This is an optimization exercise on Yosys and OpenROAD, whose aim is small area and a short achievable clock period, not a production implementation. Where RTL was checked, it was by simulation tests only, not by an equivalence proof against the original. Function not checked in run 4: the RTL went through the layout flow alone.

==> flow/design.v <==
module FA(A,B,C,sum, carry);
	input A,B,C;
	output sum,carry;
	assign sum = A^B^C;
	assign carry = (A&B) | (B&C) | (C&A);
endmodule
module HA(A,B,sum, carry);
	input A,B;
	output sum,carry;
	assign sum = A^B;
	assign carry = A&B;
endmodule
module MAC(A,B,out,clk,reset);
	input [15:0] A,B;
	input clk,reset;
	output [35:0] out;
	reg [35:0] acc;
	wire [35:0] nxt;
	always @(posedge clk or posedge reset)
	begin
		if(reset)
			acc <= 36'd0;
		else
			acc <= nxt;
	end
	assign out = acc;
	wire [255:0] pp;
	genvar gi;
	generate for (gi = 0; gi < 16; gi = gi + 1) begin : ppg
		assign pp[16*gi+15:16*gi] = A & {16{B[gi]}};
	end endgenerate
	wire hs1;
	wire hc2;
	wire fs3;
	wire fc4;
	wire hs5;
	wire hc6;
	wire fs7;
	wire fc8;
	wire fs9;
	wire fc10;
	wire hs11;
	wire hc12;
	wire fs13;
	wire fc14;
	wire fs15;
	wire fc16;
	wire fs17;
	wire fc18;
	wire hs19;
	wire hc20;
	wire fs21;
	wire fc22;
	wire fs23;
	wire fc24;
	wire fs25;
	wire fc26;
	wire fs27;
	wire fc28;
	wire hs29;
	wire hc30;
	wire fs31;
	wire fc32;
	wire fs33;
	wire fc34;
	wire fs35;
	wire fc36;
	wire fs37;
	wire fc38;
	wire fs39;
	wire fc40;
	wire hs41;
	wire hc42;
	wire fs43;
	wire fc44;
	wire fs45;
	wire fc46;
	wire fs47;
	wire fc48;
	wire fs49;
	wire fc50;
	wire fs51;
	wire fc52;
	wire fs53;
	wire fc54;
	wire hs55;
	wire hc56;
	wire fs57;
	wire fc58;
	wire fs59;
	wire fc60;
	wire fs61;
	wire fc62;
	wire fs63;
	wire fc64;
	wire fs65;
	wire fc66;
	wire fs67;
	wire fc68;
	wire fs69;
	wire fc70;
	wire hs71;
	wire hc72;
	wire fs73;
	wire fc74;
	wire fs75;
	wire fc76;
	wire fs77;
	wire fc78;
	wire fs79;
	wire fc80;
	wire fs81;
	wire fc82;
	wire fs83;
	wire fc84;
	wire fs85;
	wire fc86;
	wire fs87;
	wire fc88;
	wire hs89;
	wire hc90;
	wire fs91;
	wire fc92;
	wire fs93;
	wire fc94;
	wire fs95;
	wire fc96;
	wire fs97;
	wire fc98;
	wire fs99;
	wire fc100;
	wire fs101;
	wire fc102;
	wire fs103;
	wire fc104;
	wire fs105;
	wire fc106;
	wire fs107;
	wire fc108;
	wire hs109;
	wire hc110;
	wire fs111;
	wire fc112;
	wire fs113;
	wire fc114;
	wire fs115;
	wire fc116;
	wire fs117;
	wire fc118;
	wire fs119;
	wire fc120;
	wire fs121;
	wire fc122;
	wire fs123;
	wire fc124;
	wire fs125;
	wire fc126;
	wire fs127;
	wire fc128;
	wire fs129;
	wire fc130;
	wire hs131;
	wire hc132;
	wire fs133;
	wire fc134;
	wire fs135;
	wire fc136;
	wire fs137;
	wire fc138;
	wire fs139;
	wire fc140;
	wire fs141;
	wire fc142;
	wire fs143;
	wire fc144;
	wire fs145;
	wire fc146;
	wire fs147;
	wire fc148;
	wire fs149;
	wire fc150;
	wire fs151;
	wire fc152;
	wire fs153;
	wire fc154;
	wire hs155;
	wire hc156;
	wire fs157;
	wire fc158;
	wire fs159;
	wire fc160;
	wire fs161;
	wire fc162;
	wire fs163;
	wire fc164;
	wire fs165;
	wire fc166;
	wire fs167;
	wire fc168;
	wire fs169;
	wire fc170;
	wire fs171;
	wire fc172;
	wire fs173;
	wire fc174;
	wire fs175;
	wire fc176;
	wire fs177;
	wire fc178;
	wire fs179;
	wire fc180;
	wire hs181;
	wire hc182;
	wire fs183;
	wire fc184;
	wire fs185;
	wire fc186;
	wire fs187;
	wire fc188;
	wire fs189;
	wire fc190;
	wire fs191;
	wire fc192;
	wire fs193;
	wire fc194;
	wire fs195;
	wire fc196;
	wire fs197;
	wire fc198;
	wire fs199;
	wire fc200;
	wire fs201;
	wire fc202;
	wire fs203;
	wire fc204;
	wire fs205;
	wire fc206;
	wire fs207;
	wire fc208;
	wire hs209;
	wire hc210;
	wire fs211;
	wire fc212;
	wire fs213;
	wire fc214;
	wire fs215;
	wire fc216;
	wire fs217;
	wire fc218;
	wire fs219;
	wire fc220;
	wire fs221;
	wire fc222;
	wire fs223;
	wire fc224;
	wire fs225;
	wire fc226;
	wire fs227;
	wire fc228;
	wire fs229;
	wire fc230;
	wire fs231;
	wire fc232;
	wire fs233;
	wire fc234;
	wire fs235;
	wire fc236;
	wire fs237;
	wire fc238;
	wire hs239;
	wire hc240;
	wire fs241;
	wire fc242;
	wire fs243;
	wire fc244;
	wire fs245;
	wire fc246;
	wire fs247;
	wire fc248;
	wire fs249;
	wire fc250;
	wire fs251;
	wire fc252;
	wire fs253;
	wire fc254;
	wire fs255;
	wire fc256;
	wire fs257;
	wire fc258;
	wire fs259;
	wire fc260;
	wire fs261;
	wire fc262;
	wire fs263;
	wire fc264;
	wire fs265;
	wire fc266;
	wire fs267;
	wire fc268;
	wire hs269;
	wire hc270;
	wire fs271;
	wire fc272;
	wire fs273;
	wire fc274;
	wire fs275;
	wire fc276;
	wire fs277;
	wire fc278;
	wire fs279;
	wire fc280;
	wire fs281;
	wire fc282;
	wire fs283;
	wire fc284;
	wire fs285;
	wire fc286;
	wire fs287;
	wire fc288;
	wire fs289;
	wire fc290;
	wire fs291;
	wire fc292;
	wire fs293;
	wire fc294;
	wire fs295;
	wire fc296;
	wire fs297;
	wire fc298;
	wire fs299;
	wire fc300;
	wire fs301;
	wire fc302;
	wire fs303;
	wire fc304;
	wire fs305;
	wire fc306;
	wire fs307;
	wire fc308;
	wire fs309;
	wire fc310;
	wire fs311;
	wire fc312;
	wire fs313;
	wire fc314;
	wire fs315;
	wire fc316;
	wire fs317;
	wire fc318;
	wire fs319;
	wire fc320;
	wire fs321;
	wire fc322;
	wire fs323;
	wire fc324;
	wire fs325;
	wire fc326;
	wire fs327;
	wire fc328;
	wire fs329;
	wire fc330;
	wire fs331;
	wire fc332;
	wire fs333;
	wire fc334;
	wire fs335;
	wire fc336;
	wire fs337;
	wire fc338;
	wire fs339;
	wire fc340;
	wire fs341;
	wire fc342;
	wire fs343;
	wire fc344;
	wire fs345;
	wire fc346;
	wire fs347;
	wire fc348;
	wire fs349;
	wire fc350;
	wire fs351;
	wire fc352;
	wire fs353;
	wire fc354;
	wire fs355;
	wire fc356;
	wire fs357;
	wire fc358;
	wire fs359;
	wire fc360;
	wire fs361;
	wire fc362;
	wire fs363;
	wire fc364;
	wire fs365;
	wire fc366;
	wire fs367;
	wire fc368;
	wire fs369;
	wire fc370;
	wire fs371;
	wire fc372;
	wire fs373;
	wire fc374;
	wire fs375;
	wire fc376;
	wire fs377;
	wire fc378;
	wire fs379;
	wire fc380;
	wire fs381;
	wire fc382;
	wire fs383;
	wire fc384;
	wire fs385;
	wire fc386;
	wire fs387;
	wire fc388;
	wire fs389;
	wire fc390;
	wire fs391;
	wire fc392;
	wire fs393;
	wire fc394;
	wire fs395;
	wire fc396;
	wire fs397;
	wire fc398;
	wire fs399;
	wire fc400;
	wire fs401;
	wire fc402;
	wire fs403;
	wire fc404;
	wire fs405;
	wire fc406;
	wire fs407;
	wire fc408;
	wire fs409;
	wire fc410;
	wire fs411;
	wire fc412;
	wire fs413;
	wire fc414;
	wire fs415;
	wire fc416;
	wire fs417;
	wire fc418;
	wire fs419;
	wire fc420;
	wire fs421;
	wire fc422;
	wire fs423;
	wire fc424;
	wire fs425;
	wire fc426;
	wire fs427;
	wire fc428;
	wire fs429;
	wire fc430;
	wire fs431;
	wire fc432;
	wire fs433;
	wire fc434;
	wire fs435;
	wire fc436;
	wire fs437;
	wire fc438;
	wire fs439;
	wire fc440;
	wire fs441;
	wire fc442;
	wire fs443;
	wire fc444;
	wire fs445;
	wire fc446;
	wire fs447;
	wire fc448;
	wire fs449;
	wire fc450;
	wire fs451;
	wire fc452;
	wire fs453;
	wire fc454;
	wire fs455;
	wire fc456;
	wire fs457;
	wire fc458;
	wire fs459;
	wire fc460;
	wire fs461;
	wire fc462;
	wire fs463;
	wire fc464;
	wire fs465;
	wire fc466;
	wire fs467;
	wire fc468;
	wire fs469;
	wire fc470;
	wire fs471;
	wire fc472;
	wire fs473;
	wire fc474;
	wire fs475;
	wire fc476;
	wire fs477;
	wire fc478;
	wire fs479;
	wire fc480;
	wire g0_0;
	wire p0_0;
	wire g0_1;
	wire p0_1;
	wire g0_2;
	wire p0_2;
	wire g0_3;
	wire p0_3;
	wire g0_4;
	wire p0_4;
	wire g0_5;
	wire p0_5;
	wire g0_6;
	wire p0_6;
	wire g0_7;
	wire p0_7;
	wire g0_8;
	wire p0_8;
	wire g0_9;
	wire p0_9;
	wire g0_10;
	wire p0_10;
	wire g0_11;
	wire p0_11;
	wire g0_12;
	wire p0_12;
	wire g0_13;
	wire p0_13;
	wire g0_14;
	wire p0_14;
	wire g0_15;
	wire p0_15;
	wire g0_16;
	wire p0_16;
	wire g0_17;
	wire p0_17;
	wire g0_18;
	wire p0_18;
	wire g0_19;
	wire p0_19;
	wire g0_20;
	wire p0_20;
	wire g0_21;
	wire p0_21;
	wire g0_22;
	wire p0_22;
	wire g0_23;
	wire p0_23;
	wire g0_24;
	wire p0_24;
	wire g0_25;
	wire p0_25;
	wire g0_26;
	wire p0_26;
	wire g0_27;
	wire p0_27;
	wire g0_28;
	wire p0_28;
	wire g0_29;
	wire p0_29;
	wire g0_30;
	wire p0_30;
	wire g0_31;
	wire p0_31;
	wire g0_32;
	wire p0_32;
	wire g0_33;
	wire p0_33;
	wire g0_34;
	wire p0_34;
	wire g0_35;
	wire p0_35;
	wire G481;
	wire P481;
	wire G482;
	wire P482;
	wire G483;
	wire P483;
	wire G484;
	wire P484;
	wire G485;
	wire P485;
	wire G486;
	wire P486;
	wire G487;
	wire P487;
	wire G488;
	wire P488;
	wire G489;
	wire P489;
	wire G490;
	wire P490;
	wire G491;
	wire P491;
	wire G492;
	wire P492;
	wire G493;
	wire P493;
	wire G494;
	wire P494;
	wire G495;
	wire P495;
	wire G496;
	wire P496;
	wire G497;
	wire P497;
	wire G498;
	wire P498;
	wire G499;
	wire P499;
	wire G500;
	wire P500;
	wire G501;
	wire P501;
	wire G502;
	wire P502;
	wire G503;
	wire P503;
	wire G504;
	wire P504;
	wire G505;
	wire P505;
	wire G506;
	wire P506;
	wire G507;
	wire P507;
	wire G508;
	wire P508;
	wire G509;
	wire P509;
	wire G510;
	wire P510;
	wire G511;
	wire P511;
	wire G512;
	wire P512;
	wire G513;
	wire P513;
	wire G514;
	wire P514;
	wire G515;
	wire P515;
	wire G516;
	wire P516;
	wire G517;
	wire P517;
	wire G518;
	wire P518;
	wire G519;
	wire P519;
	wire G520;
	wire P520;
	wire G521;
	wire P521;
	wire G522;
	wire P522;
	wire G523;
	wire P523;
	wire G524;
	wire P524;
	wire G525;
	wire P525;
	wire G526;
	wire P526;
	wire G527;
	wire P527;
	wire G528;
	wire P528;
	wire G529;
	wire P529;
	wire G530;
	wire P530;
	wire G531;
	wire P531;
	wire G532;
	wire P532;
	wire G533;
	wire P533;
	wire G534;
	wire P534;
	wire G535;
	wire P535;
	wire G536;
	wire P536;
	wire G537;
	wire P537;
	wire G538;
	wire P538;
	wire G539;
	wire P539;
	wire G540;
	wire P540;
	wire G541;
	wire P541;
	wire G542;
	wire P542;
	wire G543;
	wire P543;
	wire G544;
	wire P544;
	wire G545;
	wire P545;
	wire G546;
	wire P546;
	wire G547;
	wire P547;
	wire G548;
	wire P548;
	wire G549;
	wire P549;
	wire G550;
	wire P550;
	wire G551;
	wire P551;
	wire G552;
	wire P552;
	wire G553;
	wire P553;
	wire G554;
	wire P554;
	HA h2(acc[1], pp[1], hs1, hc2);
	FA f4(acc[2], pp[2], pp[17], fs3, fc4);
	HA h6(pp[32], hc2, hs5, hc6);
	FA f8(acc[3], pp[3], pp[18], fs7, fc8);
	FA f10(pp[33], pp[48], fc4, fs9, fc10);
	HA h12(hc6, fs7, hs11, hc12);
	FA f14(acc[4], pp[4], pp[19], fs13, fc14);
	FA f16(pp[34], pp[49], pp[64], fs15, fc16);
	FA f18(fc8, fs13, fs15, fs17, fc18);
	HA h20(hc12, fc10, hs19, hc20);
	FA f22(acc[5], pp[5], pp[20], fs21, fc22);
	FA f24(pp[35], pp[50], pp[65], fs23, fc24);
	FA f26(pp[80], fc14, fc16, fs25, fc26);
	FA f28(fs21, fs23, fc18, fs27, fc28);
	HA h30(fs25, hc20, hs29, hc30);
	FA f32(acc[6], pp[6], pp[21], fs31, fc32);
	FA f34(pp[36], pp[51], pp[66], fs33, fc34);
	FA f36(pp[81], pp[96], fc22, fs35, fc36);
	FA f38(fc24, fs31, fs33, fs37, fc38);
	FA f40(fc26, fs35, fs37, fs39, fc40);
	HA h42(hc30, fc28, hs41, hc42);
	FA f44(acc[7], pp[7], pp[22], fs43, fc44);
	FA f46(pp[37], pp[52], pp[67], fs45, fc46);
	FA f48(pp[82], pp[97], pp[112], fs47, fc48);
	FA f50(fc32, fc34, fs43, fs49, fc50);
	FA f52(fs45, fs47, fc36, fs51, fc52);
	FA f54(fc38, fs49, fs51, fs53, fc54);
	HA h56(fc40, hc42, hs55, hc56);
	FA f58(acc[8], pp[8], pp[23], fs57, fc58);
	FA f60(pp[38], pp[53], pp[68], fs59, fc60);
	FA f62(pp[83], pp[98], pp[113], fs61, fc62);
	FA f64(pp[128], fc44, fc46, fs63, fc64);
	FA f66(fc48, fs57, fs59, fs65, fc66);
	FA f68(fs61, fc50, fs63, fs67, fc68);
	FA f70(fs65, fc52, fs67, fs69, fc70);
	HA h72(fc54, hc56, hs71, hc72);
	FA f74(acc[9], pp[9], pp[24], fs73, fc74);
	FA f76(pp[39], pp[54], pp[69], fs75, fc76);
	FA f78(pp[84], pp[99], pp[114], fs77, fc78);
	FA f80(pp[129], pp[144], fc58, fs79, fc80);
	FA f82(fc60, fc62, fs73, fs81, fc82);
	FA f84(fs75, fs77, fc64, fs83, fc84);
	FA f86(fc66, fs79, fs81, fs85, fc86);
	FA f88(fc68, fs83, fs85, fs87, fc88);
	HA h90(fc70, hc72, hs89, hc90);
	FA f92(acc[10], pp[10], pp[25], fs91, fc92);
	FA f94(pp[40], pp[55], pp[70], fs93, fc94);
	FA f96(pp[85], pp[100], pp[115], fs95, fc96);
	FA f98(pp[130], pp[145], pp[160], fs97, fc98);
	FA f100(fc74, fc76, fc78, fs99, fc100);
	FA f102(fs91, fs93, fs95, fs101, fc102);
	FA f104(fs97, fc80, fc82, fs103, fc104);
	FA f106(fs99, fs101, fc84, fs105, fc106);
	FA f108(fc86, fs103, fs105, fs107, fc108);
	HA h110(fc88, hc90, hs109, hc110);
	FA f112(acc[11], pp[11], pp[26], fs111, fc112);
	FA f114(pp[41], pp[56], pp[71], fs113, fc114);
	FA f116(pp[86], pp[101], pp[116], fs115, fc116);
	FA f118(pp[131], pp[146], pp[161], fs117, fc118);
	FA f120(pp[176], fc92, fc94, fs119, fc120);
	FA f122(fc96, fc98, fs111, fs121, fc122);
	FA f124(fs113, fs115, fs117, fs123, fc124);
	FA f126(fc100, fc102, fs119, fs125, fc126);
	FA f128(fs121, fs123, fc104, fs127, fc128);
	FA f130(fs125, fc106, fs127, fs129, fc130);
	HA h132(fc108, fs129, hs131, hc132);
	FA f134(acc[12], pp[12], pp[27], fs133, fc134);
	FA f136(pp[42], pp[57], pp[72], fs135, fc136);
	FA f138(pp[87], pp[102], pp[117], fs137, fc138);
	FA f140(pp[132], pp[147], pp[162], fs139, fc140);
	FA f142(pp[177], pp[192], fc112, fs141, fc142);
	FA f144(fc114, fc116, fc118, fs143, fc144);
	FA f146(fs133, fs135, fs137, fs145, fc146);
	FA f148(fs139, fc120, fc122, fs147, fc148);
	FA f150(fc124, fs141, fs143, fs149, fc150);
	FA f152(fs145, fc126, fs147, fs151, fc152);
	FA f154(fs149, fc128, fs151, fs153, fc154);
	HA h156(fc130, fs153, hs155, hc156);
	FA f158(acc[13], pp[13], pp[28], fs157, fc158);
	FA f160(pp[43], pp[58], pp[73], fs159, fc160);
	FA f162(pp[88], pp[103], pp[118], fs161, fc162);
	FA f164(pp[133], pp[148], pp[163], fs163, fc164);
	FA f166(pp[178], pp[193], pp[208], fs165, fc166);
	FA f168(fc134, fc136, fc138, fs167, fc168);
	FA f170(fc140, fs157, fs159, fs169, fc170);
	FA f172(fs161, fs163, fs165, fs171, fc172);
	FA f174(fc142, fc144, fc146, fs173, fc174);
	FA f176(fs167, fs169, fs171, fs175, fc176);
	FA f178(fc148, fc150, fs173, fs177, fc178);
	FA f180(fs175, fc152, fs177, fs179, fc180);
	HA h182(fc154, fs179, hs181, hc182);
	FA f184(acc[14], pp[14], pp[29], fs183, fc184);
	FA f186(pp[44], pp[59], pp[74], fs185, fc186);
	FA f188(pp[89], pp[104], pp[119], fs187, fc188);
	FA f190(pp[134], pp[149], pp[164], fs189, fc190);
	FA f192(pp[179], pp[194], pp[209], fs191, fc192);
	FA f194(pp[224], fc158, fc160, fs193, fc194);
	FA f196(fc162, fc164, fc166, fs195, fc196);
	FA f198(fs183, fs185, fs187, fs197, fc198);
	FA f200(fs189, fs191, fc168, fs199, fc200);
	FA f202(fc170, fc172, fs193, fs201, fc202);
	FA f204(fs195, fs197, fc174, fs203, fc204);
	FA f206(fs199, fc176, fs201, fs205, fc206);
	FA f208(fc178, fs203, fs205, fs207, fc208);
	HA h210(fc180, fs207, hs209, hc210);
	FA f212(acc[15], pp[15], pp[30], fs211, fc212);
	FA f214(pp[45], pp[60], pp[75], fs213, fc214);
	FA f216(pp[90], pp[105], pp[120], fs215, fc216);
	FA f218(pp[135], pp[150], pp[165], fs217, fc218);
	FA f220(pp[180], pp[195], pp[210], fs219, fc220);
	FA f222(pp[225], pp[240], fc184, fs221, fc222);
	FA f224(fc186, fc188, fc190, fs223, fc224);
	FA f226(fc192, fs211, fs213, fs225, fc226);
	FA f228(fs215, fs217, fs219, fs227, fc228);
	FA f230(fc194, fc196, fc198, fs229, fc230);
	FA f232(fs221, fs223, fs225, fs231, fc232);
	FA f234(fs227, fc200, fc202, fs233, fc234);
	FA f236(fs229, fs231, fc204, fs235, fc236);
	FA f238(fc206, fs233, fs235, fs237, fc238);
	HA h240(fc208, hc210, hs239, hc240);
	FA f242(acc[16], pp[31], pp[46], fs241, fc242);
	FA f244(pp[61], pp[76], pp[91], fs243, fc244);
	FA f246(pp[106], pp[121], pp[136], fs245, fc246);
	FA f248(pp[151], pp[166], pp[181], fs247, fc248);
	FA f250(pp[196], pp[211], pp[226], fs249, fc250);
	FA f252(pp[241], fc212, fc214, fs251, fc252);
	FA f254(fc216, fc218, fc220, fs253, fc254);
	FA f256(fs241, fs243, fs245, fs255, fc256);
	FA f258(fs247, fs249, fc222, fs257, fc258);
	FA f260(fc224, fc226, fc228, fs259, fc260);
	FA f262(fs251, fs253, fs255, fs261, fc262);
	FA f264(fc230, fs257, fc232, fs263, fc264);
	FA f266(fs259, fs261, fc234, fs265, fc266);
	FA f268(fs263, fc236, fs265, fs267, fc268);
	HA h270(fc238, fs267, hs269, hc270);
	FA f272(acc[17], pp[47], pp[62], fs271, fc272);
	FA f274(pp[77], pp[92], pp[107], fs273, fc274);
	FA f276(pp[122], pp[137], pp[152], fs275, fc276);
	FA f278(pp[167], pp[182], pp[197], fs277, fc278);
	FA f280(pp[212], pp[227], pp[242], fs279, fc280);
	FA f282(fc242, fc244, fc246, fs281, fc282);
	FA f284(fc248, fc250, fs271, fs283, fc284);
	FA f286(fs273, fs275, fs277, fs285, fc286);
	FA f288(fs279, fc252, fc254, fs287, fc288);
	FA f290(fc256, fs281, fs283, fs289, fc290);
	FA f292(fs285, fc258, fc260, fs291, fc292);
	FA f294(fs287, fc262, fs289, fs293, fc294);
	FA f296(fc264, fs291, fs293, fs295, fc296);
	FA f298(fc266, fs295, fc268, fs297, fc298);
	FA f300(acc[18], pp[63], pp[78], fs299, fc300);
	FA f302(pp[93], pp[108], pp[123], fs301, fc302);
	FA f304(pp[138], pp[153], pp[168], fs303, fc304);
	FA f306(pp[183], pp[198], pp[213], fs305, fc306);
	FA f308(pp[228], pp[243], fc272, fs307, fc308);
	FA f310(fc274, fc276, fc278, fs309, fc310);
	FA f312(fc280, fs299, fs301, fs311, fc312);
	FA f314(fs303, fs305, fc282, fs313, fc314);
	FA f316(fc284, fc286, fs307, fs315, fc316);
	FA f318(fs309, fs311, fc288, fs317, fc318);
	FA f320(fs313, fc290, fs315, fs319, fc320);
	FA f322(fc292, fs317, fc294, fs321, fc322);
	FA f324(fs319, fc296, fs321, fs323, fc324);
	FA f326(acc[19], pp[79], pp[94], fs325, fc326);
	FA f328(pp[109], pp[124], pp[139], fs327, fc328);
	FA f330(pp[154], pp[169], pp[184], fs329, fc330);
	FA f332(pp[199], pp[214], pp[229], fs331, fc332);
	FA f334(pp[244], fc300, fc302, fs333, fc334);
	FA f336(fc304, fc306, fs325, fs335, fc336);
	FA f338(fs327, fs329, fs331, fs337, fc338);
	FA f340(fc308, fc310, fc312, fs339, fc340);
	FA f342(fs333, fs335, fs337, fs341, fc342);
	FA f344(fc314, fc316, fs339, fs343, fc344);
	FA f346(fs341, fc318, fc320, fs345, fc346);
	FA f348(fs343, fc322, fs345, fs347, fc348);
	FA f350(acc[20], pp[95], pp[110], fs349, fc350);
	FA f352(pp[125], pp[140], pp[155], fs351, fc352);
	FA f354(pp[170], pp[185], pp[200], fs353, fc354);
	FA f356(pp[215], pp[230], pp[245], fs355, fc356);
	FA f358(fc326, fc328, fc330, fs357, fc358);
	FA f360(fc332, fs349, fs351, fs359, fc360);
	FA f362(fs353, fs355, fc334, fs361, fc362);
	FA f364(fc336, fc338, fs357, fs363, fc364);
	FA f366(fs359, fc340, fs361, fs365, fc366);
	FA f368(fc342, fs363, fc344, fs367, fc368);
	FA f370(fs365, fc346, fs367, fs369, fc370);
	FA f372(acc[21], pp[111], pp[126], fs371, fc372);
	FA f374(pp[141], pp[156], pp[171], fs373, fc374);
	FA f376(pp[186], pp[201], pp[216], fs375, fc376);
	FA f378(pp[231], pp[246], fc350, fs377, fc378);
	FA f380(fc352, fc354, fc356, fs379, fc380);
	FA f382(fs371, fs373, fs375, fs381, fc382);
	FA f384(fc358, fc360, fs377, fs383, fc384);
	FA f386(fs379, fs381, fc362, fs385, fc386);
	FA f388(fc364, fs383, fc366, fs387, fc388);
	FA f390(fs385, fc368, fs387, fs389, fc390);
	FA f392(acc[22], pp[127], pp[142], fs391, fc392);
	FA f394(pp[157], pp[172], pp[187], fs393, fc394);
	FA f396(pp[202], pp[217], pp[232], fs395, fc396);
	FA f398(pp[247], fc372, fc374, fs397, fc398);
	FA f400(fc376, fs391, fs393, fs399, fc400);
	FA f402(fs395, fc378, fc380, fs401, fc402);
	FA f404(fc382, fs397, fs399, fs403, fc404);
	FA f406(fc384, fs401, fs403, fs405, fc406);
	FA f408(fc386, fs405, fc388, fs407, fc408);
	FA f410(acc[23], pp[143], pp[158], fs409, fc410);
	FA f412(pp[173], pp[188], pp[203], fs411, fc412);
	FA f414(pp[218], pp[233], pp[248], fs413, fc414);
	FA f416(fc392, fc394, fc396, fs415, fc416);
	FA f418(fs409, fs411, fs413, fs417, fc418);
	FA f420(fc398, fc400, fs415, fs419, fc420);
	FA f422(fs417, fc402, fc404, fs421, fc422);
	FA f424(fs419, fc406, fs421, fs423, fc424);
	FA f426(acc[24], pp[159], pp[174], fs425, fc426);
	FA f428(pp[189], pp[204], pp[219], fs427, fc428);
	FA f430(pp[234], pp[249], fc410, fs429, fc430);
	FA f432(fc412, fc414, fs425, fs431, fc432);
	FA f434(fs427, fc416, fc418, fs433, fc434);
	FA f436(fs429, fs431, fc420, fs435, fc436);
	FA f438(fs433, fc422, fs435, fs437, fc438);
	FA f440(acc[25], pp[175], pp[190], fs439, fc440);
	FA f442(pp[205], pp[220], pp[235], fs441, fc442);
	FA f444(pp[250], fc426, fc428, fs443, fc444);
	FA f446(fs439, fs441, fc430, fs445, fc446);
	FA f448(fc432, fs443, fc434, fs447, fc448);
	FA f450(fs445, fc436, fs447, fs449, fc450);
	FA f452(acc[26], pp[191], pp[206], fs451, fc452);
	FA f454(pp[221], pp[236], pp[251], fs453, fc454);
	FA f456(fc440, fc442, fs451, fs455, fc456);
	FA f458(fs453, fc444, fs455, fs457, fc458);
	FA f460(fc446, fs457, fc448, fs459, fc460);
	FA f462(acc[27], pp[207], pp[222], fs461, fc462);
	FA f464(pp[237], pp[252], fc452, fs463, fc464);
	FA f466(fc454, fs461, fc456, fs465, fc466);
	FA f468(fs463, fc458, fs465, fs467, fc468);
	FA f470(acc[28], pp[223], pp[238], fs469, fc470);
	FA f472(pp[253], fc462, fs469, fs471, fc472);
	FA f474(fc464, fs471, fc466, fs473, fc474);
	FA f476(acc[29], pp[239], pp[254], fs475, fc476);
	FA f478(fc470, fs475, fc472, fs477, fc478);
	FA f480(acc[30], pp[255], fc476, fs479, fc480);
	wire [35:0] r0, r1;
	assign r0[0] = acc[0];
	assign r1[0] = pp[0];
	assign r0[1] = pp[16];
	assign r1[1] = hs1;
	assign r0[2] = fs3;
	assign r1[2] = hs5;
	assign r0[3] = hs11;
	assign r1[3] = fs9;
	assign r0[4] = fs17;
	assign r1[4] = hs19;
	assign r0[5] = hs29;
	assign r1[5] = fs27;
	assign r0[6] = fs39;
	assign r1[6] = hs41;
	assign r0[7] = fs53;
	assign r1[7] = hs55;
	assign r0[8] = fs69;
	assign r1[8] = hs71;
	assign r0[9] = fs87;
	assign r1[9] = hs89;
	assign r0[10] = fs107;
	assign r1[10] = hs109;
	assign r0[11] = hc110;
	assign r1[11] = hs131;
	assign r0[12] = hc132;
	assign r1[12] = hs155;
	assign r0[13] = hc156;
	assign r1[13] = hs181;
	assign r0[14] = hc182;
	assign r1[14] = hs209;
	assign r0[15] = fs237;
	assign r1[15] = hs239;
	assign r0[16] = hc240;
	assign r1[16] = hs269;
	assign r0[17] = hc270;
	assign r1[17] = fs297;
	assign r0[18] = fs323;
	assign r1[18] = fc298;
	assign r0[19] = fc324;
	assign r1[19] = fs347;
	assign r0[20] = fc348;
	assign r1[20] = fs369;
	assign r0[21] = fc370;
	assign r1[21] = fs389;
	assign r0[22] = fc390;
	assign r1[22] = fs407;
	assign r0[23] = fs423;
	assign r1[23] = fc408;
	assign r0[24] = fc424;
	assign r1[24] = fs437;
	assign r0[25] = fc438;
	assign r1[25] = fs449;
	assign r0[26] = fc450;
	assign r1[26] = fs459;
	assign r0[27] = fs467;
	assign r1[27] = fc460;
	assign r0[28] = fc468;
	assign r1[28] = fs473;
	assign r0[29] = fs477;
	assign r1[29] = fc474;
	assign r0[30] = fs479;
	assign r1[30] = fc478;
	assign r0[31] = acc[31];
	assign r1[31] = fc480;
	assign r0[32] = acc[32];
	assign r1[32] = 1'b0;
	assign r0[33] = acc[33];
	assign r1[33] = 1'b0;
	assign r0[34] = acc[34];
	assign r1[34] = 1'b0;
	assign r0[35] = acc[35];
	assign r1[35] = 1'b0;
	assign g0_0 = r0[0] & r1[0];
	assign p0_0 = r0[0] ^ r1[0];
	assign g0_1 = r0[1] & r1[1];
	assign p0_1 = r0[1] ^ r1[1];
	assign g0_2 = r0[2] & r1[2];
	assign p0_2 = r0[2] ^ r1[2];
	assign g0_3 = r0[3] & r1[3];
	assign p0_3 = r0[3] ^ r1[3];
	assign g0_4 = r0[4] & r1[4];
	assign p0_4 = r0[4] ^ r1[4];
	assign g0_5 = r0[5] & r1[5];
	assign p0_5 = r0[5] ^ r1[5];
	assign g0_6 = r0[6] & r1[6];
	assign p0_6 = r0[6] ^ r1[6];
	assign g0_7 = r0[7] & r1[7];
	assign p0_7 = r0[7] ^ r1[7];
	assign g0_8 = r0[8] & r1[8];
	assign p0_8 = r0[8] ^ r1[8];
	assign g0_9 = r0[9] & r1[9];
	assign p0_9 = r0[9] ^ r1[9];
	assign g0_10 = r0[10] & r1[10];
	assign p0_10 = r0[10] ^ r1[10];
	assign g0_11 = r0[11] & r1[11];
	assign p0_11 = r0[11] ^ r1[11];
	assign g0_12 = r0[12] & r1[12];
	assign p0_12 = r0[12] ^ r1[12];
	assign g0_13 = r0[13] & r1[13];
	assign p0_13 = r0[13] ^ r1[13];
	assign g0_14 = r0[14] & r1[14];
	assign p0_14 = r0[14] ^ r1[14];
	assign g0_15 = r0[15] & r1[15];
	assign p0_15 = r0[15] ^ r1[15];
	assign g0_16 = r0[16] & r1[16];
	assign p0_16 = r0[16] ^ r1[16];
	assign g0_17 = r0[17] & r1[17];
	assign p0_17 = r0[17] ^ r1[17];
	assign g0_18 = r0[18] & r1[18];
	assign p0_18 = r0[18] ^ r1[18];
	assign g0_19 = r0[19] & r1[19];
	assign p0_19 = r0[19] ^ r1[19];
	assign g0_20 = r0[20] & r1[20];
	assign p0_20 = r0[20] ^ r1[20];
	assign g0_21 = r0[21] & r1[21];
	assign p0_21 = r0[21] ^ r1[21];
	assign g0_22 = r0[22] & r1[22];
	assign p0_22 = r0[22] ^ r1[22];
	assign g0_23 = r0[23] & r1[23];
	assign p0_23 = r0[23] ^ r1[23];
	assign g0_24 = r0[24] & r1[24];
	assign p0_24 = r0[24] ^ r1[24];
	assign g0_25 = r0[25] & r1[25];
	assign p0_25 = r0[25] ^ r1[25];
	assign g0_26 = r0[26] & r1[26];
	assign p0_26 = r0[26] ^ r1[26];
	assign g0_27 = r0[27] & r1[27];
	assign p0_27 = r0[27] ^ r1[27];
	assign g0_28 = r0[28] & r1[28];
	assign p0_28 = r0[28] ^ r1[28];
	assign g0_29 = r0[29] & r1[29];
	assign p0_29 = r0[29] ^ r1[29];
	assign g0_30 = r0[30] & r1[30];
	assign p0_30 = r0[30] ^ r1[30];
	assign g0_31 = r0[31] & r1[31];
	assign p0_31 = r0[31] ^ r1[31];
	assign g0_32 = r0[32] & r1[32];
	assign p0_32 = r0[32] ^ r1[32];
	assign g0_33 = r0[33] & r1[33];
	assign p0_33 = r0[33] ^ r1[33];
	assign g0_34 = r0[34] & r1[34];
	assign p0_34 = r0[34] ^ r1[34];
	assign g0_35 = r0[35] & r1[35];
	assign p0_35 = r0[35] ^ r1[35];
	assign G481 = g0_1 | (p0_1 & g0_0);
	assign P481 = p0_1 & p0_0;
	assign G482 = g0_2 | (p0_2 & G481);
	assign P482 = p0_2 & P481;
	assign G483 = g0_3 | (p0_3 & G482);
	assign P483 = p0_3 & P482;
	assign G484 = g0_4 | (p0_4 & G483);
	assign P484 = p0_4 & P483;
	assign G485 = g0_5 | (p0_5 & G484);
	assign P485 = p0_5 & P484;
	assign G486 = g0_6 | (p0_6 & G485);
	assign P486 = p0_6 & P485;
	assign G487 = g0_7 | (p0_7 & G486);
	assign P487 = p0_7 & P486;
	assign G488 = g0_8 | (p0_8 & G487);
	assign P488 = p0_8 & P487;
	assign G489 = g0_10 | (p0_10 & g0_9);
	assign P489 = p0_10 & p0_9;
	assign G490 = g0_12 | (p0_12 & g0_11);
	assign P490 = p0_12 & p0_11;
	assign G491 = g0_14 | (p0_14 & g0_13);
	assign P491 = p0_14 & p0_13;
	assign G492 = g0_16 | (p0_16 & g0_15);
	assign P492 = p0_16 & p0_15;
	assign G493 = g0_18 | (p0_18 & g0_17);
	assign P493 = p0_18 & p0_17;
	assign G494 = g0_20 | (p0_20 & g0_19);
	assign P494 = p0_20 & p0_19;
	assign G495 = g0_22 | (p0_22 & g0_21);
	assign P495 = p0_22 & p0_21;
	assign G496 = g0_24 | (p0_24 & g0_23);
	assign P496 = p0_24 & p0_23;
	assign G497 = g0_26 | (p0_26 & g0_25);
	assign P497 = p0_26 & p0_25;
	assign G498 = g0_28 | (p0_28 & g0_27);
	assign P498 = p0_28 & p0_27;
	assign G499 = g0_30 | (p0_30 & g0_29);
	assign P499 = p0_30 & p0_29;
	assign G500 = g0_32 | (p0_32 & g0_31);
	assign P500 = p0_32 & p0_31;
	assign G501 = g0_34 | (p0_34 & g0_33);
	assign P501 = p0_34 & p0_33;
	assign G502 = g0_9 | (p0_9 & G488);
	assign P502 = p0_9 & P488;
	assign G503 = G489 | (P489 & G488);
	assign P503 = P489 & P488;
	assign G504 = g0_13 | (p0_13 & G490);
	assign P504 = p0_13 & P490;
	assign G505 = G491 | (P491 & G490);
	assign P505 = P491 & P490;
	assign G506 = g0_17 | (p0_17 & G492);
	assign P506 = p0_17 & P492;
	assign G507 = G493 | (P493 & G492);
	assign P507 = P493 & P492;
	assign G508 = g0_21 | (p0_21 & G494);
	assign P508 = p0_21 & P494;
	assign G509 = G495 | (P495 & G494);
	assign P509 = P495 & P494;
	assign G510 = g0_25 | (p0_25 & G496);
	assign P510 = p0_25 & P496;
	assign G511 = G497 | (P497 & G496);
	assign P511 = P497 & P496;
	assign G512 = g0_29 | (p0_29 & G498);
	assign P512 = p0_29 & P498;
	assign G513 = G499 | (P499 & G498);
	assign P513 = P499 & P498;
	assign G514 = g0_33 | (p0_33 & G500);
	assign P514 = p0_33 & P500;
	assign G515 = G501 | (P501 & G500);
	assign P515 = P501 & P500;
	assign G516 = g0_11 | (p0_11 & G503);
	assign P516 = p0_11 & P503;
	assign G517 = G490 | (P490 & G503);
	assign P517 = P490 & P503;
	assign G518 = G504 | (P504 & G503);
	assign P518 = P504 & P503;
	assign G519 = G505 | (P505 & G503);
	assign P519 = P505 & P503;
	assign G520 = g0_19 | (p0_19 & G507);
	assign P520 = p0_19 & P507;
	assign G521 = G494 | (P494 & G507);
	assign P521 = P494 & P507;
	assign G522 = G508 | (P508 & G507);
	assign P522 = P508 & P507;
	assign G523 = G509 | (P509 & G507);
	assign P523 = P509 & P507;
	assign G524 = g0_27 | (p0_27 & G511);
	assign P524 = p0_27 & P511;
	assign G525 = G498 | (P498 & G511);
	assign P525 = P498 & P511;
	assign G526 = G512 | (P512 & G511);
	assign P526 = P512 & P511;
	assign G527 = G513 | (P513 & G511);
	assign P527 = P513 & P511;
	assign G528 = g0_35 | (p0_35 & G515);
	assign P528 = p0_35 & P515;
	assign G529 = g0_15 | (p0_15 & G519);
	assign P529 = p0_15 & P519;
	assign G530 = G492 | (P492 & G519);
	assign P530 = P492 & P519;
	assign G531 = G506 | (P506 & G519);
	assign P531 = P506 & P519;
	assign G532 = G507 | (P507 & G519);
	assign P532 = P507 & P519;
	assign G533 = G520 | (P520 & G519);
	assign P533 = P520 & P519;
	assign G534 = G521 | (P521 & G519);
	assign P534 = P521 & P519;
	assign G535 = G522 | (P522 & G519);
	assign P535 = P522 & P519;
	assign G536 = G523 | (P523 & G519);
	assign P536 = P523 & P519;
	assign G537 = g0_31 | (p0_31 & G527);
	assign P537 = p0_31 & P527;
	assign G538 = G500 | (P500 & G527);
	assign P538 = P500 & P527;
	assign G539 = G514 | (P514 & G527);
	assign P539 = P514 & P527;
	assign G540 = G515 | (P515 & G527);
	assign P540 = P515 & P527;
	assign G541 = G528 | (P528 & G527);
	assign P541 = P528 & P527;
	assign G542 = g0_23 | (p0_23 & G536);
	assign P542 = p0_23 & P536;
	assign G543 = G496 | (P496 & G536);
	assign P543 = P496 & P536;
	assign G544 = G510 | (P510 & G536);
	assign P544 = P510 & P536;
	assign G545 = G511 | (P511 & G536);
	assign P545 = P511 & P536;
	assign G546 = G524 | (P524 & G536);
	assign P546 = P524 & P536;
	assign G547 = G525 | (P525 & G536);
	assign P547 = P525 & P536;
	assign G548 = G526 | (P526 & G536);
	assign P548 = P526 & P536;
	assign G549 = G527 | (P527 & G536);
	assign P549 = P527 & P536;
	assign G550 = G537 | (P537 & G536);
	assign P550 = P537 & P536;
	assign G551 = G538 | (P538 & G536);
	assign P551 = P538 & P536;
	assign G552 = G539 | (P539 & G536);
	assign P552 = P539 & P536;
	assign G553 = G540 | (P540 & G536);
	assign P553 = P540 & P536;
	assign G554 = G541 | (P541 & G536);
	assign P554 = P541 & P536;
	assign nxt[0] = p0_0;
	assign nxt[1] = p0_1 ^ g0_0;
	assign nxt[2] = p0_2 ^ G481;
	assign nxt[3] = p0_3 ^ G482;
	assign nxt[4] = p0_4 ^ G483;
	assign nxt[5] = p0_5 ^ G484;
	assign nxt[6] = p0_6 ^ G485;
	assign nxt[7] = p0_7 ^ G486;
	assign nxt[8] = p0_8 ^ G487;
	assign nxt[9] = p0_9 ^ G488;
	assign nxt[10] = p0_10 ^ G502;
	assign nxt[11] = p0_11 ^ G503;
	assign nxt[12] = p0_12 ^ G516;
	assign nxt[13] = p0_13 ^ G517;
	assign nxt[14] = p0_14 ^ G518;
	assign nxt[15] = p0_15 ^ G519;
	assign nxt[16] = p0_16 ^ G529;
	assign nxt[17] = p0_17 ^ G530;
	assign nxt[18] = p0_18 ^ G531;
	assign nxt[19] = p0_19 ^ G532;
	assign nxt[20] = p0_20 ^ G533;
	assign nxt[21] = p0_21 ^ G534;
	assign nxt[22] = p0_22 ^ G535;
	assign nxt[23] = p0_23 ^ G536;
	assign nxt[24] = p0_24 ^ G542;
	assign nxt[25] = p0_25 ^ G543;
	assign nxt[26] = p0_26 ^ G544;
	assign nxt[27] = p0_27 ^ G545;
	assign nxt[28] = p0_28 ^ G546;
	assign nxt[29] = p0_29 ^ G547;
	assign nxt[30] = p0_30 ^ G548;
	assign nxt[31] = p0_31 ^ G549;
	assign nxt[32] = p0_32 ^ G550;
	assign nxt[33] = p0_33 ^ G551;
	assign nxt[34] = p0_34 ^ G552;
	assign nxt[35] = p0_35 ^ G553;
endmodule
==> flow/flow/run.sh <==
#!/bin/bash
# The standard layout (standard synthesis, floorplan, place, CTS, route) with two changes:
# repair_timing is asked for a larger setup slack than 0 (flow/setup_margin.txt) so that it
# keeps shortening the critical path, and the port buffers that every input and output gets
# are sky130_fd_sc_hd__buf_1 (flow/port_buffer.txt) instead of the delay cell buffer_ports
# picks by default; repair_timing then sizes the ones on critical paths.
# Make's full output goes to make_finish.log; each tool's own log is under orfs/logs/.
set -euo pipefail
MARGIN=$(cat flow/setup_margin.txt)
PBUF=$(cat flow/port_buffer.txt)
bash standard.sh SETUP_SLACK_MARGIN=$MARGIN "BUFFER_PORTS_ARGS=-buffer_cell $PBUF" finish > make_finish.log 2>&1
==> flow/flow/port_buffer.txt <==
sky130_fd_sc_hd__buf_1
==> flow/flow/setup_margin.txt <==
10
==> flow/standard.sh <==
#!/bin/bash
# synth_recipe.tcl (not shown) runs the flow's synth.tcl, then flattens the netlist and writes it again
# the make line also repeats each setting of config.mk as NAME=value (left out here)
make -C /OpenROAD-flow-scripts/flow DESIGN_CONFIG=/design/flow/config.mk WORK_HOME=/design/flow/orfs CLKGATE_MAP_FILE= SYNTH_SCRIPT=/design/flow/synth_recipe.tcl "${@:-finish}"
==> flow/config.mk <==
export PLATFORM = sky130hd
export DESIGN_NAME = MAC
export DESIGN_NICKNAME = MAC
export VERILOG_FILES = /design/flow/design.v
export SDC_FILE = /design/flow/constraint.sdc
export NUM_CORES = 4
export LEC_CHECK = 0
export CAP_MARGIN = 20
export CORE_MARGIN = 2
export CORE_UTILIZATION = 40
export SLEW_MARGIN = 20
export SYNTH_HIERARCHICAL = 1
export SYNTH_MINIMUM_KEEP_SIZE = 0
==> flow/constraint.sdc <==
create_clock -name core_clock -period 19.0 [get_ports {clk}]
set_input_delay 3.8000 -clock core_clock [delete_from_list [all_inputs] [get_ports {clk}]]
set_output_delay 3.8000 -clock core_clock [all_outputs]
set_load 0.01 [all_outputs]
==> impl_metrics.toml, run 1 <==
[grt]
grt_pass1_wl_mm = 36.3
antenna_found_initial = 0
met2_usage_pct = 35.7
grt_util_all_layers_pct = 21.7
grt.overflow.total = 0
grt_pass1_vias = 6244
gr-usage-met1_pct = 30.0
grt_max_degree = 37
grtUsageMet3_pct = 3.67
top_usage_layer = "met2"

[worst_setup_path]
critPathKind = "primary input to register"
crit_slowest_cell = "fa_1"
crit_top_cell = "fa_1"
path_delay_family = "adder cells"
endpoint_kind = "register"
worstPathRequired_ns = 19.19
crit_chain = "buf_2, and2_1, fa_1, fa_1, fa_1, fa_1, fa_1, fa_1, fa_1, ha_1, and4_1, o21ai_1, a21o_1, a21boi_1, nor2_1, fa_1, xnor2_1"
worstPathArrival_ns = 9.01
worst-path-max-fanout = 16
cp-start-kind = "primary input"
slowest_delay_ns = 0.45
crit_buf_inv = 1

[sta]
finalMaxSlewViolations = 0
hold_viol = 0
tns_ns = 0
finalCritPeriodShare_pct = 46.4
fin_skew_ns = 0.00493
worst_pin_slew_ns = 0.939
min_period_ns = 8.82
setup_viol = 0
grt_setup_unrepaired = "false"
max_freq_mhz = 113
slew_headroom_pct = 37.3

[floorplan]
die_x_um = 151
design.core.area_mm2 = 0.0211
dieHeight_um = 151
rows = 53
dieArea_mm2 = 0.0228
start_util_pct = 41.0
ios = 70

[clock_network]
clkTransAtPathRegs_ns = 0.07
cts_root_buf = "clkbuf_16"
insertion_delay_ns = 0.30
clockBufferDepth = 2
clkSinkCount = 36
cts_buffers = 5
htree_levels = 2
cts-hold-fix-buffers = 0
cts_tree = "yes"

[drt]
vias = 5395
drt_first_pass_iters = 4
vias_per_cell = 5.15
drt_iter0_markers = 194
drcViolationCount = 0
wl_mm = 22.3
wire_per_inst_um = 21.3
detail-route-antenna-nets = 0

[place]
portBuffers = 69
gp_congestion = 0.842
dp_hpwl_mm = 17.9

[status]
status = "finished clean"

[synthesis]
synthArstFlopShare_pct = 100
syn-cell-area_mm2 = 0.00864
ys_ff_latch = 36
syn_avg_cell_area_um2 = 11.9
yosysTopAreaCellShare_pct = 54.7
yosys_warnings = 7
synth-main-ff-cell = "dfrtp_1"
synth_edf_count = 0
synth_area_leader_cell = "fa_1"
synth_cell_type_count = 37
syn_nets = 1036
syn_inst = 726
yosys-top-cells-area = "fa_1, and2_1, dfrtp_1"
ys_seq_area_share_pct = 10.4

[final_layout]
fillers = 2005
final_common_cell = "and2_1"
layout_common_cells = "and2_1, fa_1, buf_1"
drive_above_1_share_pct = 6.47
top_regs = "acc: 36 flops"
diodes = 0
syn_to_final_growth_pct = 8.24
regMostFlops = "acc"
largest_reg_flops = 36
final_net_count = 1082
fin_util_pct = 44.3

[run]
cap_violations = 0

[worst_hold_path]
hold_class = "register to register"
==> final cells by class <==
type | count | area [um^2] | share of cell area [%]
clock buffers | 5 | 125 | 1.34
clock inverters | 3 | 46.3 | 0.495
repair buffers | 75 | 338 | 3.61
well taps | 275 | 344 | 3.68
flip-flops and latches | 36 | 901 | 9.64
multi-input cells | 632 | 7510 | 80.4
inverters | 22 | 82.6 | 0.883
==> path summary, 6_finish.rpt <==
path                                         from                end  slack, ns  cells after the start
worst max-delay path                         B[1]  acc[24]$_DFF_PP0_      10.18                     17
worst min-delay path            acc[35]$_DFF_PP0_  acc[35]$_DFF_PP0_       0.48                      1
worst max register to register  acc[13]$_DFF_PP0_  acc[24]$_DFF_PP0_      13.72                     15
worst min register to register  acc[35]$_DFF_PP0_  acc[35]$_DFF_PP0_       0.48                      1
max in group asynchronous                   reset   acc[1]$_DFF_PP0_      14.72                      2
min in group asynchronous                   reset  acc[34]$_DFF_PP0_       3.68                      2
==> routing by layer <==
| layer | wire (um) | up-vias |
|---|---|---|
| met2 | 11100 | 152 |
| met1 | 9450 | 2887 |
| met3 | 1270 | 29 |
| met5 | 0 | - |
| li1 | - | 2327 |
| met4 | 461 | 0 |
==> synthesized netlist by cell type (all sizes together) (3+ instances only) <==
master,count
xor2,10
a21oi,14
ha,40
nor2,10
buf,4
nand2,14
nand3,3
xnor2,12
dfrtp,36
o21a,3
o21ai,10
a21o,3
and4,3
and2,255
clkbuf,32
fa,236
inv,22
==> Yosys stat by module (local to each module, per instance) <==
module | cells inside | area (um^2)
MAC | 486 | 3950
FA | 1 | 20.0
HA | 1 | 12.5
==> worst register-to-register path: cells and delay by family, from the launching register on <==
family,cells,cell delay (ns)
compound gates,3,0.51
flops,1,0.41
simple gates,2,0.27
fa+ha+maj,9,3.83
xor+xnor,1,0.13
==> cell families (layout without fill, tap and decap cells) <==
group,Yosys count,after routing,synth area share (%)
adder cells (fa/ha/maj),276,276,60.5
AND/OR/NAND/NOR,292,292,20.6
buffers and inverters,58,105,2.69
flip-flops,36,36,10.4
AO/OA/AOI/OAI,42,42,3.54
XOR/XNOR,22,22,2.23
==> timing repair <==
item	CTS	global route
setup endpoints to repair	16	9
setup buffers	0	0
gates resized for setup	29	5
pin swaps	0	0
==> stage by stage <==
step           std cells  hold slack, ns  setup WS (ns)  instance area (um^2)
6_report            1048           0.481          10.18                  9350
5_1_grt             1048           0.529          10.01                  9350
3_5_place_dp        1040           0.474           9.41                  9130
2_1_floorplan        726           0.446          10.29                  8640
3_3_place_gp        1040           0.466           9.45                  9130
4_1_cts             1048           0.484          10.01                  9350
==> inputs of run 2 (changes only) <==
--- a/flow/config.mk
+++ b/flow/config.mk
@@ -7,7 +7,8 @@
 export LEC_CHECK = 0
 export CAP_MARGIN = 20
 export CORE_MARGIN = 2
-export CORE_UTILIZATION = 40
+export CORE_UTILIZATION = 65
+export CTS_BUF_LIST = sky130_fd_sc_hd__clkbuf_2 sky130_fd_sc_hd__clkbuf_4 sky130_fd_sc_hd__clkbuf_8
 export SLEW_MARGIN = 20
 export SYNTH_HIERARCHICAL = 1
 export SYNTH_MINIMUM_KEEP_SIZE = 0
==> impl_metrics.toml, run 2 <==
[floorplan]
die_x_um = 119
rows = 42
design.core.area_mm2 = 0.0131
dieHeight_um = 119
ios = 70
start_util_pct = 66.0
dieArea_mm2 = 0.0142

[sta]
min_period_ns = 8.82
max_freq_mhz = 113
grt_setup_unrepaired = "false"
fin_skew_ns = 0.0172
setup_slack_ns = 10.18
holdWs_ns = 0.476
setup_viol = 0
finalMaxSlewViolations = 0
worst_pin_slew_ns = 0.804
finalCritPeriodShare_pct = 46.4
slew_headroom_pct = 46.4
tns_ns = 0
hold_viol = 0

[place]
dp.cells = 936
dp_hpwl_mm = 17.1
portBuffers = 69
placed_cell_area_mm2 = 0.00897
preCtsSetupSlack_ns = 9.47
gp_congestion = 0.881

[synthesis]
syn_inst = 726
yosys-top-cells-area = "fa_1, and2_1, dfrtp_1"
yosysTopAreaCellShare_pct = 54.7
synth_area_leader_cell = "fa_1"
yosys_warnings = 7
synth_edf_count = 0
synth_cell_type_count = 37
syn_nets = 1036
ys_seq_area_share_pct = 10.4
synthArstFlopShare_pct = 100
syn-cell-area_mm2 = 0.00864
synth-main-ff-cell = "dfrtp_1"
synth.most_common_cell = "and2_1"
syn_avg_cell_area_um2 = 11.9
ys_ff_latch = 36
synth_common_cells = "and2_1, fa_1, ha_1"

[final_layout]
final_common_cell = "and2_1"
largest_reg_flops = 36
syn_to_final_growth_pct = 5.75
final_net_count = 1077
top_regs = "acc: 36 flops"
drive_above_1_share_pct = 6.38
layout_common_cells = "and2_1, fa_1, ha_1"
regMostFlops = "acc"
stdcell_area_mm2 = 0.00913
layout.cells.non_filler = 944
diodes = 0

[grt]
grt_max_degree = 37
grt.overflow.total = 0
grt_util_all_layers_pct = 35.0
antenna_found_initial = 0
grt_pass1_vias = 6697
grt_pass1_wl_mm = 36.5

[worst_setup_path]
cp-start-kind = "primary input"
worstPathArrival_ns = 9.04
endpoint_kind = "register"
worst-path-max-fanout = 16
reg2reg_depth = 15
worstPathRequired_ns = 19.22
critPathKind = "primary input to register"

[clock_network]
cts_root_buf = "clkbuf_8"
clkSinkCount = 36
cts_buffers = 5
clkTransAtPathRegs_ns = 0.08
clockBufferDepth = 2
insertion_delay_ns = 0.33
htree_levels = 2
cts-hold-fix-buffers = 0
cts_tree = "yes"

[drt]
vias = 5615
detail-route-antenna-nets = 0
drt_iter0_markers = 295
vias_per_cell = 5.95
drcViolationCount = 0
wl_mm = 21.9
wire_per_inst_um = 23.2
drt_first_pass_iters = 5

[status]
status = "finished clean"

[worst_hold_path]
hold_class = "register to register"
whs_path_depth = 1

[run]
cap_violations = 0
-- run 2: cell counts after synthesis --
Identical to the previous run, type by type.
-- run 2: final timing paths --
path	startpoint	to	slack, ns
max in group asynchronous	reset	acc[23]$_DFF_PP0_	15.03
min reg2reg	acc[35]$_DFF_PP0_	acc[35]$_DFF_PP0_	0.48
min in group asynchronous	reset	acc[14]$_DFF_PP0_	3.57
min	acc[35]$_DFF_PP0_	acc[35]$_DFF_PP0_	0.48
max reg2reg	acc[13]$_DFF_PP0_	acc[23]$_DFF_PP0_	13.69
max	A[13]	acc[23]$_DFF_PP0_	10.18
-- run 2: timing repair --
item,CTS,global route
buffers inserted,0,0
gates cloned,0,0
gates resized for setup,26,10
hold endpoints to repair,0,0
endpoints found under the setup margin,10,16
-- run 2: area by class of cell --
class,instances,area (um^2)
multi-input combinational,632,7510
timing repair buffer,70,307
tap,176,220
fill,976,3950
clock buffer,5,68.8
clock inverter,3,42.5
sequential,36,901
inverter,22,82.6
-- run 2: kinds of logic after synthesis --
kind of cell,count (synthesis),synth area share (%)
flip-flops,36,10.4
buffers and inverters,58,2.69
AND/OR/NAND/NOR,292,20.6
XOR/XNOR,22,2.23
adder cells (fa/ha/maj),276,60.5
AO/OA/AOI/OAI,42,3.54
-- run 2: per-layer routing --
metal  global-route usage [%]  share of wire [%]  up-vias
li1                         -                  -     2323
met1                     45.6                 39     2987
met2                     58.2                 51      246
met3                     7.23                6.7       59
met4                     13.4                4.0        0
met5                        0                  0        -
-- run 2: metrics by stage --
| stage | utilization, % |
|---|---|
| 4_1_cts | 69.7 |
| 3_3_place_gp | 68.6 |
| 5_1_grt | 69.8 |
| 6_report | 69.8 |
| 2_1_floorplan | - |
| 3_5_place_dp | 68.6 |
-- run 2: critical path: stages --
cell and delay, ns:
buf_2 0.31, and2_1 0.22, fa_1 0.46, fa_1 0.44
fa_1 0.44, fa_1 0.39, fa_1 0.46, fa_1 0.39
fa_1 0.45, ha_1 0.35, and4_1 0.19, o21ai_1 0.09
a21o_1 0.24, a21boi_1 0.21, nor2_1 0.08, fa_1 0.49
inv_1 0.04
-- run 2: Yosys stat by module, one instance, submodules excluded --
| module | cells | copies in the design |
|---|---|---|
| FA | 1 | 224 |
| MAC | 486 | 1 |
| HA | 1 | 16 |
==> inputs of run 3 (changes only) <==
--- a/flow/config.mk
+++ b/flow/config.mk
@@ -9,6 +9,7 @@
 export CORE_MARGIN = 2
 export CORE_UTILIZATION = 65
 export CTS_BUF_LIST = sky130_fd_sc_hd__clkbuf_2 sky130_fd_sc_hd__clkbuf_4 sky130_fd_sc_hd__clkbuf_8
+export GPL_TIMING_DRIVEN = 1
 export SLEW_MARGIN = 20
 export SYNTH_HIERARCHICAL = 1
 export SYNTH_MINIMUM_KEEP_SIZE = 0
==> impl_metrics.toml, run 3 <==
[status]
status = "finished clean"

[clock_network]
cts_buffers = 5
clkTransAtPathRegs_ns = 0.08
clockBufferDepth = 2
htree_levels = 2
cts_tree = "yes"
postCtsSetupRepairBufs = 0
insertion_delay_ns = 0.33
cts_root_buf = "clkbuf_8"
clkSinkCount = 36

[synthesis]
yosys_warnings = 7
synth.most_common_cell = "and2_1"
yosysTopAreaCellShare_pct = 54.7
ys_seq_area_share_pct = 10.4
synth_cell_type_count = 37
syn_inst = 726
synth_edf_count = 0
ys_ff_latch = 36
syn_nets = 1036
syn_avg_cell_area_um2 = 11.9
synth_area_leader_cell = "fa_1"
synthArstFlopShare_pct = 100
synth-main-ff-cell = "dfrtp_1"
yosys-top-cells-area = "fa_1, and2_1, dfrtp_1"
synth_common_cells = "and2_1, fa_1, ha_1"
syn-cell-area_mm2 = 0.00864

[place]
preCtsSetupSlack_ns = 9.47
dp.cells = 936
portBuffers = 69
gp_congestion = 0.881
dp_hpwl_mm = 17.1

[sta]
finalCritPeriodShare_pct = 46.4
max_freq_mhz = 113
slew_headroom_pct = 46.4
fin_skew_ns = 0.0172
finalMaxSlewViolations = 0
holdWs_ns = 0.476
min_period_ns = 8.82
hold_viol = 0
grt_setup_unrepaired = "false"
setup_viol = 0
worst_pin_slew_ns = 0.804
tns_ns = 0
setup_slack_ns = 10.18

[worst_hold_path]
hold_class = "register to register"
min_from = "acc[35]$_DFF_PP0_"

[final_layout]
layout.cells.non_filler = 944
layout_common_cells = "and2_1, fa_1, ha_1"
regArea_um2 = 901
final_common_cell = "and2_1"
final_net_count = 1077
top_regs = "acc: 36 flops"
diodes = 0
regMostFlops = "acc"
largest_reg_flops = 36
multi_input_area_mm2 = 0.00751
syn_to_final_growth_pct = 5.75
fillers = 976
drive_above_1_share_pct = 6.38

[worst_setup_path]
worstPathRequired_ns = 19.22
endpoint_kind = "register"
crit_buf_inv = 2
worst-path-max-fanout = 16
cp-start-kind = "primary input"
slowest_delay_ns = 0.49
crit_chain = "buf_2, and2_1, fa_1, fa_1, fa_1, fa_1, fa_1, fa_1, fa_1, ha_1, and4_1, o21ai_1, a21o_1, a21boi_1, nor2_1, fa_1, inv_1"
path_delay_family = "adder cells"
critPathKind = "primary input to register"
reg2reg_from = "acc[13]$_DFF_PP0_"
worstPathArrival_ns = 9.04
crit_slowest_cell = "fa_1"
crit_top_cell = "fa_1"
cp-startpoint = "A[13]"

[drt]
vias = 5615
detail-route-antenna-nets = 0
drcViolationCount = 0
drt_first_pass_iters = 5
vias_per_cell = 5.95
drt_iter0_markers = 295
wire_per_inst_um = 23.2
wl_mm = 21.9

[floorplan]
die_x_um = 119
ios = 70
dieArea_mm2 = 0.0142
start_util_pct = 66.0
dieHeight_um = 119
rows = 42
design.core.area_mm2 = 0.0131

[grt]
grt_util_all_layers_pct = 35.0
grt_max_degree = 37
grt_pass1_wl_mm = 36.5
grt.overflow.total = 0
antenna_found_initial = 0
grt_pass1_vias = 6697

[run]
cap_violations = 0
## run 3: path summary, 6_finish.rpt
kind                                     end  slack, ns  cells after the start
min reg2reg                acc[35]$_DFF_PP0_       0.48                      1
max reg2reg                acc[23]$_DFF_PP0_      13.69                     15
min                        acc[35]$_DFF_PP0_       0.48                      1
max in group asynchronous  acc[23]$_DFF_PP0_      15.03                      3
min in group asynchronous  acc[14]$_DFF_PP0_       3.57                      3
max                        acc[23]$_DFF_PP0_      10.18                     17
## run 3: area by class of cell
| class | count | area share (%) |
|---|---|---|
| clock buffer | 5 | 0.754 |
| timing repair buffer | 70 | 3.36 |
| multi-input combinational | 632 | 82.2 |
| sequential | 36 | 9.86 |
| clock inverter | 3 | 0.466 |
| tap | 176 | 2.41 |
| inverter | 22 | 0.904 |
## run 3: kinds of logic (layout without fill, tap and decap cells)
family / after synthesis / in the layout / share of synthesized area (%)
AOI/OAI and AO/OA: 42 / 42 / 3.54
xor gates and xnor gates: 22 / 22 / 2.23
adders and majority gates: 276 / 276 / 60.5
buffers and inverters: 58 / 100 / 2.69
DFF: 36 / 36 / 10.4
and+or+nand+nor: 292 / 292 / 20.6
## run 3: per-layer routing
metal | up-vias | part of all wire (%) | GRT usage [%]
met4 | 0 | 4.0 | 13.4
met2 | 246 | 51 | 58.2
met1 | 2987 | 39 | 45.6
li1 | 2323 | - | -
met3 | 59 | 6.7 | 7.23
met5 | - | 0 | 0
## run 3: Yosys stat by module (local to each module, per instance)
module	cell area, um^2	flops+latches
HA	12.5	0
MAC	3950	36
FA	20.0	0
## run 3: timing repair
action | 4_1_cts | 5_1_grt
hold buffers | 0 | 0
setup endpoints to repair | 10 | 16
resized for setup | 26 | 10
hold endpoints to repair | 0 | 0
## run 3: through the flow
step / util [%] / area [um^2]
floorplan: - / 8640
CTS: 69.7 / 9120
finish: 69.8 / 9130
detailed placement: 68.6 / 8970
global route: 69.8 / 9130
global placement: 68.6 / 8970
==> inputs of run 4 (changes only) <==
--- a/flow/design.v
+++ b/flow/design.v
@@ -1,3 +1,8 @@
+module NOT16(a, y);
+	input [15:0] a;
+	output [15:0] y;
+	assign y = ~a;
+endmodule
 module FA(A,B,C,sum, carry);
 	input A,B,C;
 	output sum,carry;
@@ -24,10 +29,13 @@
 			acc <= nxt;
 	end
 	assign out = acc;
+	wire [15:0] An, Bn;
+	NOT16 ina(A, An);
+	NOT16 inb(B, Bn);
 	wire [255:0] pp;
 	genvar gi;
 	generate for (gi = 0; gi < 16; gi = gi + 1) begin : ppg
-		assign pp[16*gi+15:16*gi] = A & {16{B[gi]}};
+		assign pp[16*gi+15:16*gi] = ~(An | {16{Bn[gi]}});
 	end endgenerate
 	wire hs1;
 	wire hc2;
--- a/flow/config.mk
+++ b/flow/config.mk
@@ -9,7 +9,6 @@
 export CORE_MARGIN = 2
 export CORE_UTILIZATION = 65
 export CTS_BUF_LIST = sky130_fd_sc_hd__clkbuf_2 sky130_fd_sc_hd__clkbuf_4 sky130_fd_sc_hd__clkbuf_8
-export GPL_TIMING_DRIVEN = 1
 export SLEW_MARGIN = 20
 export SYNTH_HIERARCHICAL = 1
 export SYNTH_MINIMUM_KEEP_SIZE = 0
==> impl_metrics.toml, run 4 <==
[final_layout]
layout.cells.non_filler = 1084
fin_util_pct = 76.9
regMostFlops = "acc"
diodes = 0
top_regs = "acc: 36 flops"
layout_common_cells = "nor2_1, fa_1, buf_4"
largest_reg_flops = 36
syn_to_final_growth_pct = 16.9
drive_above_1_share_pct = 19.7
final_net_count = 1221

[worst_setup_path]
worst-path-max-fanout = 4
cp-start-kind = "primary input"
worstPathRequired_ns = 19.26
critPathKind = "primary input to register"
worstPathArrival_ns = 9.19
endpoint_kind = "register"

[clock_network]
htree_levels = 2
clockBufferDepth = 2
insertion_delay_ns = 0.34
cts_root_buf = "clkbuf_8"

[grt]
grt_pass1_vias = 7183
grt_pass1_wl_mm = 38.3
grt_max_degree = 37
grt_util_all_layers_pct = 39.2
antenna_found_initial = 0
grt.overflow.total = 0

[drt]
detail-route-antenna-nets = 0
vias_per_cell = 6.04
wl_mm = 24.9
drt_first_pass_iters = 7
vias = 6551
drt_iter0_markers = 744

[floorplan]
start_util_pct = 65.8
dieHeight_um = 117
die_x_um = 117
rows = 41
ios = 70
dieArea_mm2 = 0.0136
design.core.area_mm2 = 0.0125

[synthesis]
ys_ff_latch = 36
syn-cell-area_mm2 = 0.00823
synth-main-ff-cell = "dfrtp_1"
yosys_warnings = 7
yosysTopAreaCellShare_pct = 57.4
synthArstFlopShare_pct = 100
syn_nets = 1100
synth_cell_type_count = 35
synth_area_leader_cell = "fa_1"
syn_inst = 790
yosys-top-cells-area = "fa_1, nor2_1, dfrtp_1"

[sta]
finalCritPeriodShare_pct = 47.0
fin_skew_ns = 0.0166
setup_slack_ns = 10.07
tns_ns = 0
setup_viol = 0
hold_viol = 0
max_freq_mhz = 112
finalMaxSlewViolations = 0
min_period_ns = 8.93
worst_pin_slew_ns = 0.642

[place]
gp_congestion = 0.938
portBuffers = 69

[status]
status = "finished clean"
## run 4: cell count changes after synthesis, moves of 3 or more
cell / before / now
a21oi_1: 13 / 16
xor2_1: 10 / 7
inv_1: 22 / 57
nor2_1: 10 / 263
and2_1: 255 / 0
o21ai_1: 7 / 0
clkbuf_1: 32 / 62
nand2b_1: 0 / 4
o21ai_0: 1 / 6
xnor2_1: 12 / 15
## run 4: critical path: stages
cell and delay, ns:
buf_1 0.14, clkinvlp_4 0.23, buf_12 0.20, nor2_1 0.19
fa_1 0.48, fa_2 0.57, fa_1 0.48, fa_1 0.51
fa_1 0.41, fa_1 0.50, ha_4 0.31, and4_1 0.19
o21ai_0 0.11, a31o_2 0.25, o21ba_4 0.25, o31ai_4 0.27
buf_4 0.17, xor2_1 0.13
## run 4: path summary, 6_finish.rpt
check | from | end | slack [ns] | depth (start not counted)
worst max-delay path | A[13] | acc[33]$_DFF_PP0_ | 10.07 | 18
worst min-delay path | acc[35]$_DFF_PP0_ | acc[35]$_DFF_PP0_ | 0.49 | 1
worst max register to register | acc[13]$_DFF_PP0_ | acc[33]$_DFF_PP0_ | 13.68 | 15
worst min register to register | acc[35]$_DFF_PP0_ | acc[35]$_DFF_PP0_ | 0.49 | 1
max in group asynchronous | reset | acc[1]$_DFF_PP0_ | 15.07 | 3
min in group asynchronous | reset | acc[17]$_DFF_PP0_ | 3.55 | 3
## run 4: Yosys stat by module (local to each module, per instance)
module,area [um^2],times used,flops+latches,cells inside
HA,12.5,16,0,1
FA,20.0,224,0,1
NOT16,60.1,2,0,16
MAC,3430,1,36,518
## run 4: metal layers
metal  global-route usage (%)  wire [um]
met1                     48.2       8180
met2                     63.9      12200
met3                     9.96       2360
met4                     22.4       2190
met5                        0          0
## run 4: logic make-up after synthesis
family                   synth area share, %
buffers and inverters                   5.79
AND/OR/NAND/NOR                         14.0
AO/OA/AOI/OAI                           3.48
flip-flops                              10.9
XOR/XNOR                                2.34
adder cells (fa/ha/maj)                 63.5
## run 4: area by class of cell
class / count / area, um^2
fill: 854 / 2900
clock inverter: 3 / 42.5
multi-input combinational: 631 / 6920
sequential: 36 / 901
tap: 172 / 215
clock buffer: 5 / 68.8
timing repair buffer: 178 / 1140
timing repair inverter: 2 / 12.5
inverter: 57 / 327
## run 4: timing repair
action,in CTS,in global routing
setup endpoints to repair,12,16
gates cloned,0,2
pin swaps,0,5
gates resized for setup,30,25
setup buffers,96,12
## run 4: per-stage QoR
stage               cell area, um^2  hold WS, ns
CTS                            9430        0.496
finish                         9620        0.490
global route                   9620        0.503
detailed placement             8450        0.484
global placement               8450        0.459
floorplan                      8270        0.446

[port drivers added, routing unchanged]
No port has a modelled driver above. Below, the same layouts with a new extraction and two added sets of constraints.
Step 1, drivers: a clkbuf_16 drives clk and a buf_2 each remaining input, both assumed.
Step 2 also shifts input and output timing later by t, the mid clock arrival at the registers, as if the neighbouring blocks saw the same clock.
Three values: ideal ports, drivers, drivers and shift; two values: the first two.
| run | t, ns | slack for setup (ns) | worst hold slack (ns) | worst setup path after step 2 |
|---|---|---|---|---|
| run 1 | 0.346 | 10.177 / 10.199 / 9.853 | 0.481 / 0.481 / 0.481 | input to register |
| run 2 | 0.362 | 10.182 / 10.187 / 9.825 | 0.476 / 0.476 / 0.476 | input to register |
| run 3 | 0.362 | 10.182 / 10.187 / 9.825 | 0.476 / 0.476 / 0.476 | input to register |
| run 4 | 0.370 | 10.074 / 10.071 / 9.701 | 0.490 / 0.490 / 0.490 | input to register |
After both steps every run listed still meets setup and hold. For run 4, which loses most, drivers alone change the setup slack by -0.003 ns; drivers and shift together by -0.373 ns.
